Context: an optimization exercise on an open-source flow, tuned for small area. The choices shown serve that exercise and are no tape-out recipe. For this run, only the layout was checked, not whether the RTL still works. Power figures rest on the tool's default switching activity, not on a simulated workload.

==> flow/design.v <==
module vga_synchronization( clk, reset, h_scan, v_scan, p_count, pixel_x, pixel_y );
	input            clk, reset;
	output           h_scan, v_scan;
	output [1:0]     p_count;
	output [9:0]     pixel_x, pixel_y;
	reg    [1:0]     p_count;
	reg    [9:0]     h_count, v_count;
	reg              h_scan_reg, v_scan_reg;
	wire p_tick = p_count[1] & p_count[0];
	wire h_end  = h_count[9] & h_count[8] & h_count[4] & h_count[3] &
	              h_count[2] & h_count[1] & h_count[0];
	wire v_end  = v_count[9] & v_count[3] & v_count[2];
	wire [9:0] h_t, v_t;
	assign h_t[0] = p_tick;
	assign v_t[0] = p_tick & h_end;
	genvar i;
	generate for ( i = 1; i < 10; i = i + 1 ) begin : g
		assign h_t[i] = h_t[i-1] & h_count[i-1];
		assign v_t[i] = v_t[i-1] & v_count[i-1];
	end endgenerate
	wire [9:0] h_clr = { h_end, h_end, 2'b0, h_end, 5'b0 };
	wire [9:0] v_clr = { v_end, 5'b0, v_end, v_end, 1'b0, v_end };
	wire h_sync = h_count[9] & ~h_count[8] & h_count[7] &
	              ( h_count[6] | h_count[5] | h_count[4] ) &
	              ~( h_count[6] & h_count[5] & h_count[4] );
	wire v_sync = ( v_count[8:1] == 8'b11110101 );
	always @ ( posedge clk, posedge reset )
		if ( reset )
			begin
				p_count    <= 2'b0;
				h_count    <= 10'b0;
				v_count    <= 10'b0;
				h_scan_reg <= 1'b0;
				v_scan_reg <= 1'b0;
			end
		else
			begin
				p_count    <= { p_count[1] ^ p_count[0], ~p_count[0] };
				h_count    <= ( h_count ^ h_t ) & ~( h_clr & {10{p_tick}} );
				v_count    <= ( v_count ^ v_t ) & ~( v_clr & {10{v_t[0]}} );
				h_scan_reg <= ~h_sync;
				v_scan_reg <= ~v_sync;
			end
	assign h_scan  = h_scan_reg;
	assign v_scan  = v_scan_reg;
	assign pixel_x = h_count;
	assign pixel_y = v_count;
endmodule
module pixel_generation( clk, reset, rgb, pixel_x, pixel_y, button );
	input         clk, reset;
	input  [1:0]  button;
	input  [9:0]  pixel_x, pixel_y;
	output [11:0] rgb;
	reg    [6:0]  bar_q;      
	reg    [8:0]  ball_xq;    
	reg    [7:0]  ball_yq;    
	reg           x_neg;      
	reg           x_four;     
	reg           y_neg;      
	reg           y_four;     
	wire [9:0] h = pixel_x;
	wire [9:0] v = pixel_y;
	function automatic ge9;
		input [8:0] a, b;
		integer k;
		reg c;
		begin
			c = 1'b1;
			for ( k = 0; k < 9; k = k + 1 )
				c = ( a[k] & ~b[k] ) | ( ( a[k] | ~b[k] ) & c );
			ge9 = c;
		end
	endfunction
	wire ref_tick = ( v[8:0] == 9'b111100001 ) & ( h == 10'b0 );
	wire top    = ~|ball_yq;
	wire bottom = ball_yq[7] & ball_yq[6] & ball_yq[5] & ball_yq[3] & ball_yq[2] &
	              ( ball_yq[1] | ball_yq[0] );
	wire wall_hit = ~|ball_xq[8:5] & ~( ball_xq[4] & |ball_xq[3:1] );
	wire pad_x    = ( ball_xq[8:2] == 7'b1001010 ) & ( ball_xq[1] ^ ball_xq[0] );
	wire pad_y    = ge9( {1'b0, ball_yq} + 9'd3, {1'b0, bar_q, 1'b0} ) &
	                ge9( {1'b0, bar_q, 1'b0} + 9'd35, {1'b0, ball_yq} );
	wire bar_at_bottom = bar_q[6] & bar_q[5] & bar_q[2] & bar_q[0];  
	wire bar_at_top    = ~|bar_q[6:1];                                
	wire bar_up   = ref_tick & button[1] & ~bar_at_bottom;
	wire bar_down = ref_tick & ~( button[1] & ~bar_at_bottom ) & button[0] & ~bar_at_top;
	wire [6:0] bar_t;
	wire [8:0] bx_t;
	wire [7:0] by_t;
	assign bar_t[0] = bar_up | bar_down;
	assign bx_t[0]  = ref_tick & ~x_four;
	assign bx_t[1]  = ref_tick & ( x_four | ( bx_t[0] & ( ball_xq[0] ^ x_neg ) ) );
	assign by_t[0]  = ref_tick;
	genvar i;
	generate
		for ( i = 1; i < 7; i = i + 1 ) begin : gb
			assign bar_t[i] = bar_t[i-1] & ( bar_q[i-1] ^ bar_down );
		end
		for ( i = 2; i < 9; i = i + 1 ) begin : gx
			assign bx_t[i] = bx_t[i-1] & ( ball_xq[i-1] ^ x_neg );
		end
		for ( i = 1; i < 8; i = i + 1 ) begin : gy
			assign by_t[i] = by_t[i-1] & ( ball_yq[i-1] ^ y_neg );
		end
	endgenerate
	always @ ( posedge clk, posedge reset )
		if ( reset )
			begin
				bar_q   <= 7'd0;
				ball_xq <= 9'd0;
				ball_yq <= 8'd0;
				x_neg   <= 1'b0;
				x_four  <= 1'b1;
				y_neg   <= 1'b0;
				y_four  <= 1'b1;
			end
		else
			begin
				y_four <= 1'b0;
				x_four <= x_four & ~ball_yq[0];
				if ( top )
					y_neg <= 1'b0;
				else if ( bottom )
					y_neg <= 1'b1;
				else if ( wall_hit )
					x_neg <= 1'b0;
				else if ( pad_x & pad_y )
					x_neg <= 1'b1;
				bar_q   <= bar_q ^ bar_t;
				ball_xq <= ball_xq ^ bx_t;
				ball_yq <= ball_yq ^ by_t;
			end
	wire [8:0] hq = h[9:1];
	wire wall   = ( h[9:2] == 8'd8 );
	wire bar_c  = ( h[9:2] == 8'd150 );
	wire bar_r  = ge9( {1'b0, v[9:2]}, {2'b0, bar_q} ) &
	              ~ge9( {1'b0, v[9:2]}, {2'b0, bar_q} + 9'd18 );
	wire bar    = bar_c & bar_r;
	wire ball_c = ge9( hq, ball_xq ) & ~ge9( hq, ball_xq + 9'd4 ) & ~( ball_xq[8] & ball_xq[7] & ball_xq[6] & ball_xq[5] & ball_xq[4] & ball_xq[3] & ball_xq[2] & ~hq[8] );
	wire ball_r = ge9( v[9:1], {1'b0, ball_yq} ) & ~ge9( v[9:1], {1'b0, ball_yq} + 9'd4 );
	wire [2:0] col = { hq[1:0] - ball_xq[1:0], h[0] };
	wire [2:0] row = { v[2:1] - ball_yq[1:0], v[0] };
	wire edge2 = ( row == 3'd0 ) | ( row == 3'd7 );
	wire edge1 = ( row == 3'd1 ) | ( row == 3'd6 );
	wire rom_bit = edge2 ? ( col >= 3'd2 && col <= 3'd5 ) :
	               edge1 ? ( col >= 3'd1 && col <= 3'd6 ) : 1'b1;
	wire ball   = ball_c & ball_r & rom_bit;
	wire video_on = ( ~h[9] | ~( h[8] | h[7] ) ) & ~v[9] & ~( v[8] & v[7] & v[6] & v[5] );
	wire white   = video_on & ~wall & ~bar & ~ball;
	wire is_wall = video_on & wall;
	wire is_bar  = video_on & ~wall & bar;
	wire is_ball = video_on & ~wall & ~bar & ball;
	assign rgb = { white, white | is_bar, white, white | is_bar,
	               white | is_ball, white | is_ball, white, white,
	               white | is_wall, white | is_wall, white, white | is_wall };
endmodule
module VGA_controller( clk, reset, rgb, h_scan, v_scan, button );
	input         clk, reset;
	input  [1:0]  button;
	output [11:0] rgb;
	output        h_scan, v_scan;
	wire   [1:0]  p_count;
	wire   [9:0]  pixel_x, pixel_y;
	vga_synchronization u1 ( .clk(clk), .reset(reset), .h_scan(h_scan), .v_scan(v_scan),
	                         .p_count(p_count), .pixel_x(pixel_x), .pixel_y(pixel_y) );
	pixel_generation    u0 ( .clk(clk), .reset(reset), .rgb(rgb), .pixel_x(pixel_x),
	                         .pixel_y(pixel_y), .button(button) );
endmodule
==> flow/run.sh <==
#!/bin/bash
# synth_recipe.tcl (not shown) runs the flow's synth.tcl, then flattens the netlist and writes it again
# the make line also repeats each setting of config.mk as NAME=value (left out here)
make -C /OpenROAD-flow-scripts/flow DESIGN_CONFIG=/design/flow/config.mk WORK_HOME=/design/flow/orfs CLKGATE_MAP_FILE= SYNTH_SCRIPT=/design/flow/synth_recipe.tcl finish
==> flow/config.mk <==
export PLATFORM = sky130hd
export DESIGN_NAME = VGA_controller
export DESIGN_NICKNAME = VGA_controller
export VERILOG_FILES = /design/flow/design.v
export SDC_FILE = /design/flow/constraint.sdc
export NUM_CORES = 4
export LEC_CHECK = 0
export CAP_MARGIN = 20
export CORE_MARGIN = 2
export CORE_UTILIZATION = 40
export SLEW_MARGIN = 20
==> flow/constraint.sdc <==
create_clock -name core_clock -period 10.0 [get_ports {clk}]
set_input_delay 2.0000 -clock core_clock [delete_from_list [all_inputs] [get_ports {clk}]]
set_output_delay 2.0000 -clock core_clock [all_outputs]
set_load 0.01 [all_outputs]
==> impl_summary.txt <==
----------------------------------------------------
[Synth]
  Mux contribution to synthesized area ... 0
  Number of warnings reported in the yosys synthesis log ... 2
  Cell count after synthesis ... 488
  Adder-cell share of the synthesized area ... 0.1282
  Distinct cell type count after synthesis ... 69
  Synthesized Nets ... around 520
  Sequential share of the synthesized area ... 0.3050
  Commonest register cell after synthesis ... sky130_fd_sc_hd__dfrtp_1
  Main area contributors after synthesis ... sky130_fd_sc_hd__dfrtp_1, sky130_fd_sc_hd__xnor2_1, sky130_fd_sc_hd__ha_1, sky130_fd_sc_hd__nor2_1, sky130_fd_sc_hd__nand2_1
  Number of synthesized flops with an enable pin ... 0
  Cell type with the largest total area after synthesis ... sky130_fd_sc_hd__dfrtp_1
  Compound-Gate Fraction of Synth Area ... 0.1652
  Post-Synth XOR/XNOR Area ... 0.1255
  Yosys reg bits ... 51
  Post-synthesis async set-or-reset flop share ... 1.000
  Dominant combinational cell family by area after synthesis ... simple AND/OR/NAND/NOR gates
  Cell area after synthesis ... between 4000 and 5000 µm²
  Fraction of the mapped netlist area in simple logic gates ... 0.1960
  Area share of the largest cell type after synthesis ... 0.2988
  Per-instance average area after synthesis ... about 8.6 µm²

[Power and ir drop]
  Sum of internal, switching and leakage power ... 364.1 µW
  LEAKAGE ... 0.001813 µW
  Clock network fraction of design power ... 0.414
  Switching power of the nets ... 80.85 µW
  Maximum VDD drop ... 54.07 µV
  Share of power burned in combinational logic ... 0.020
  Power density over cell area ... roughly 82 nW/µm²
  Internal power of the cells ... roughly 280 µW
  Switching share of power ... 0.2220
  Part of the power in registers ... 0.566

[Timing]
  Pins over their slew limit ... 0
  Minimum hold slack ... 427.5 ps
  Clock skew after layout ... 3.520 ps
  Slew margin rel. ... 0.4048
  Number of setup violations in the final report ... 0
  Crit path time final ... 5860 ps
  Maximum frequency from static timing analysis ... about 170 MHz
  Pin slew with the least headroom to its limit ... 884.7 ps
  Portion of the clock cycle consumed by the worst path in the final layout ... 0.5860
  Setup_tns ... 0 ps
  Number of failing hold endpoints at the final stage ... 0
  Unrepaired setup endpoints after global routing ... false

[Worst setup path]
  CP top delay family ... adder cells
  Cells along the critical path ... inv_1 -> ha_1 -> fa_1 -> nor2b_1 -> o41ai_1 -> maj3_1 -> maj3_1 -> a221oi_1 -> or4_1 -> a21oi_1 -> o21a_1 -> clkdlybuf4s50_1
  Setup Crit Path Kind ... reg2out
  Critical path startpoint category ... register
  Highest net fanout along the worst path ... 4
  Worst path buffer plus inverter count ... 2
  Setup crit end kind ... primary output
  Stage delay of the slowest cell on the critical path ... 550 ps
  Arrival time worst endpoint ... 3860 ps
  Master of the slowest instance on the critical path ... sky130_fd_sc_hd__clkdlybuf4s50_1
  Stages on worst setup path ... 12
  Worst Reg2Reg Path Length in Cells ... 15
  Most frequent cell on the critical path ... sky130_fd_sc_hd__maj3_1
  Critical Path RT ... 8000 ps

[Global route]
  Via count of the first global-routing pass ... 3303
  Global-route wire length before repair ... 16190 µm
  Antenna violations before repair ... 0
  Pin count of the biggest net entering global routing ... 52
  GRT Resource Usage Total ... 0.1770
  Remaining global-route overflow ... 0

[Flow run]
  Max Cap Violations ... 0

[Drt]
  Top layer in use ... met4
  Number of nets still failing antenna checks after routing ... 0
  Number of DRC markers in iteration 0 ... 235
  Total met3 wirelength after detailed routing ... 373 µm
  Post-detailed-route wirelength per cell ... between 15 and 20 µm
  Routed length on met1 ... 4583 µm
  Post-route DRC violation count ... 0
  Length of the first detailed-routing pass in iterations ... 5
  Number of vias in the routed layout ... between 3000 and 4000
  Met2 layer wire length in the routed design ... 4453 µm
  Wire length reported by the detailed router ... 9598 µm
  Routed via count divided by cell count ... 5.637

[CTS]
  Post-CTS setup repair buffer count ... 0
  Worst-skew pair later-pin latency ... between 300 and 400 ps
  Cells resized by post-CTS repair ... 0
  CTS H-tree lvls ... 2
  Total clock buffers created by CTS ... 5
  CTS tree ... built
  Clk root buf ... sky130_fd_sc_hd__clkbuf_8
  Count of hold buffers inserted by post-cts repair ... 0
  Number of buffers on the longest clock path ... 2
  Clk sinks ... a little over 50
  Clock slew seen by the registers of the worst setup and hold paths ... 100 ps

[Final layout]
  Number of nets in the final layout ... 513
  Count of antenna diodes in the layout ... 0
  Fraction of layout cells with a size suffix above 1 ... 0.04812
  Layout overhead on the synthesized area ... 6.005%
  Largest registers in the final layout ... u1.h_count (10), u1.v_count (10), u0.ball_xq (9)

[Die]
  Area of the die ... around 11000 µm²
  Die span in x ... 106.3 µm
  Height of the die ... between 100 and 150 µm
  Number of ports placed on the die boundary ... 18
  Num rows ... 37
  Floorplan core area ... 10230 µm²
  Effective utilization at floorplan ... 0.4093

[Hold path]
  Hold WC Path Type ... reg2reg
  Cell depth of the worst min-delay path ... 1

[Place]
  Detailed placer's ending HPWL ... a little over 7000 µm
  RD Place Congestion ... 0.9231
  Buffers on Ports ... 17

[Outcome]
  Outcome ... complete, no violations

----------------------------------------------------
==> stage by stage <==
| stage | worst slack, ps | instance area, µm² | util | cells |
|---|---|---|---|---|
| floorplan | 5129 | 4188 | - | 488 |
| global placement | 4564 | 4324 | 0.4226 | 606 |
| detailed placement | 4524 | 4324 | 0.4226 | 606 |
| CTS | 4142 | 4439 | 0.4339 | 614 |
| global route | 3895 | 4439 | 0.4339 | 614 |
| finish | 4140 | 4439 | 0.4339 | 614 |
==> cell type report <==
| class | instances | area [µm²] |
|---|---|---|
| Tap cell | 136 | 170.2 |
| Clock buffer | 5 | 68.82 |
| Clock inverter | 3 | 46.29 |
| Fill cell | 1001 | 5792 |
| Inverter | 33 | 123.9 |
| Sequential cell | 51 | 1277 |
| Timing Repair Buffer | 18 | 177.7 |
| Multi-Input combinational cell | 368 | 2575 |
==> cell families after synthesis <==
logic type / Yosys count
DFF: 51
buffers and inverters: 69
and+or+nand+nor: 162
adders and majority gates: 44
AOI/OAI and AO/OA: 102
xor gates and xnor gates: 60
==> power by group through the flow <==
| stage | logic (µW) | clock network [µW] | registers (µW) |
|---|---|---|---|
| after CTS | 7.55 | 157 | 206 |
| after global routing | 8.10 | 164 | 206 |
| after detailed placement | 7.53 | 0 | 210 |
| after global placement | 7.33 | 0 | 210 |
| final | 7.18 | 151 | 206 |
| after floorplan | 4.34 | 0 | 210 |
==> cells in the mapped netlist (all sizes together) (11+ instances only) <==
cell,n
dfrtp,50
xnor2,46
nor2,44
nand2,36
inv,32
ha,30
o21ai,27
buf,26
a21oi,21
nor3,14
xor2,14
nand3,13
maj3,12
nor2b,11
==> path summary, 6_finish.rpt <==
check                               from       endpoint  slack (ps)
setup reg to reg           u1.p_count[0]  u1.v_count[9]        6960
setup / recovery           u1.h_count[1]         rgb[0]        4140
max in group asynchronous          reset  u0.ball_xq[3]        7360
hold / removal             u1.p_count[0]  u1.p_count[0]         430
min in group asynchronous          reset    u0.bar_q[4]        2180
hold reg to reg            u1.p_count[0]  u1.p_count[0]         430
==> cell usage in the layout, fill, tap and decap left out, types with 4 or more instances in the layout <==
master / instances
sky130_fd_sc_hd__a21oi_1: 21
sky130_fd_sc_hd__a211oi_1: 5
sky130_fd_sc_hd__a31oi_1: 9
sky130_fd_sc_hd__nand4_1: 4
sky130_fd_sc_hd__or3_1: 6
sky130_fd_sc_hd__ha_1: 30
sky130_fd_sc_hd__xor2_1: 14
sky130_fd_sc_hd__nor4_1: 6
sky130_fd_sc_hd__xnor2_1: 46
sky130_fd_sc_hd__dfrtp_1: 50
sky130_fd_sc_hd__nor2b_1: 11
sky130_fd_sc_hd__and3_1: 5
sky130_fd_sc_hd__nand2b_1: 6
sky130_fd_sc_hd__inv_1: 30
sky130_fd_sc_hd__nor2_1: 42
sky130_fd_sc_hd__clkbuf_8: 5
sky130_fd_sc_hd__nor3_1: 14
sky130_fd_sc_hd__clkdlybuf4s50_1: 17
sky130_fd_sc_hd__nand3_1: 13
sky130_fd_sc_hd__or4_1: 4
sky130_fd_sc_hd__o21ai_0: 25
sky130_fd_sc_hd__and2_1: 4
sky130_fd_sc_hd__nand2_1: 36
sky130_fd_sc_hd__maj3_1: 11
==> routing by layer <==
layer	vias up	GRT usage
li1	1678	-
met1	1676	0.2514
met2	89	0.2830
met3	18	0.02391
met4	0	0.04699
met5	-	0

## static timing again, ports no longer ideal
How much do the figures lean on ideal ports? The routed layout below was timed once more, with nothing changed but the port constraints. Step 1: set_driving_cell puts a clkbuf_16 on clk and a buf_2 on each other input, an assumption about the parent block. Step 2 moves the port delays by t, midway between the first and last clock arrival at a register: inputs arrive t later, outputs are due t later. That takes back most of the time a late clock gives input paths. Slacks: ideal ports / drivers / drivers and shift; pairs: ideal ports / drivers.
t (ns): 0.340
setup slack, ns: 4.140 / 4.108 / 4.448
worst setup path at the end: register to output
After both steps this run still meets setup and hold. The setup slack of this run moves by -0.032 ns with the drivers and by +0.308 ns with both steps.
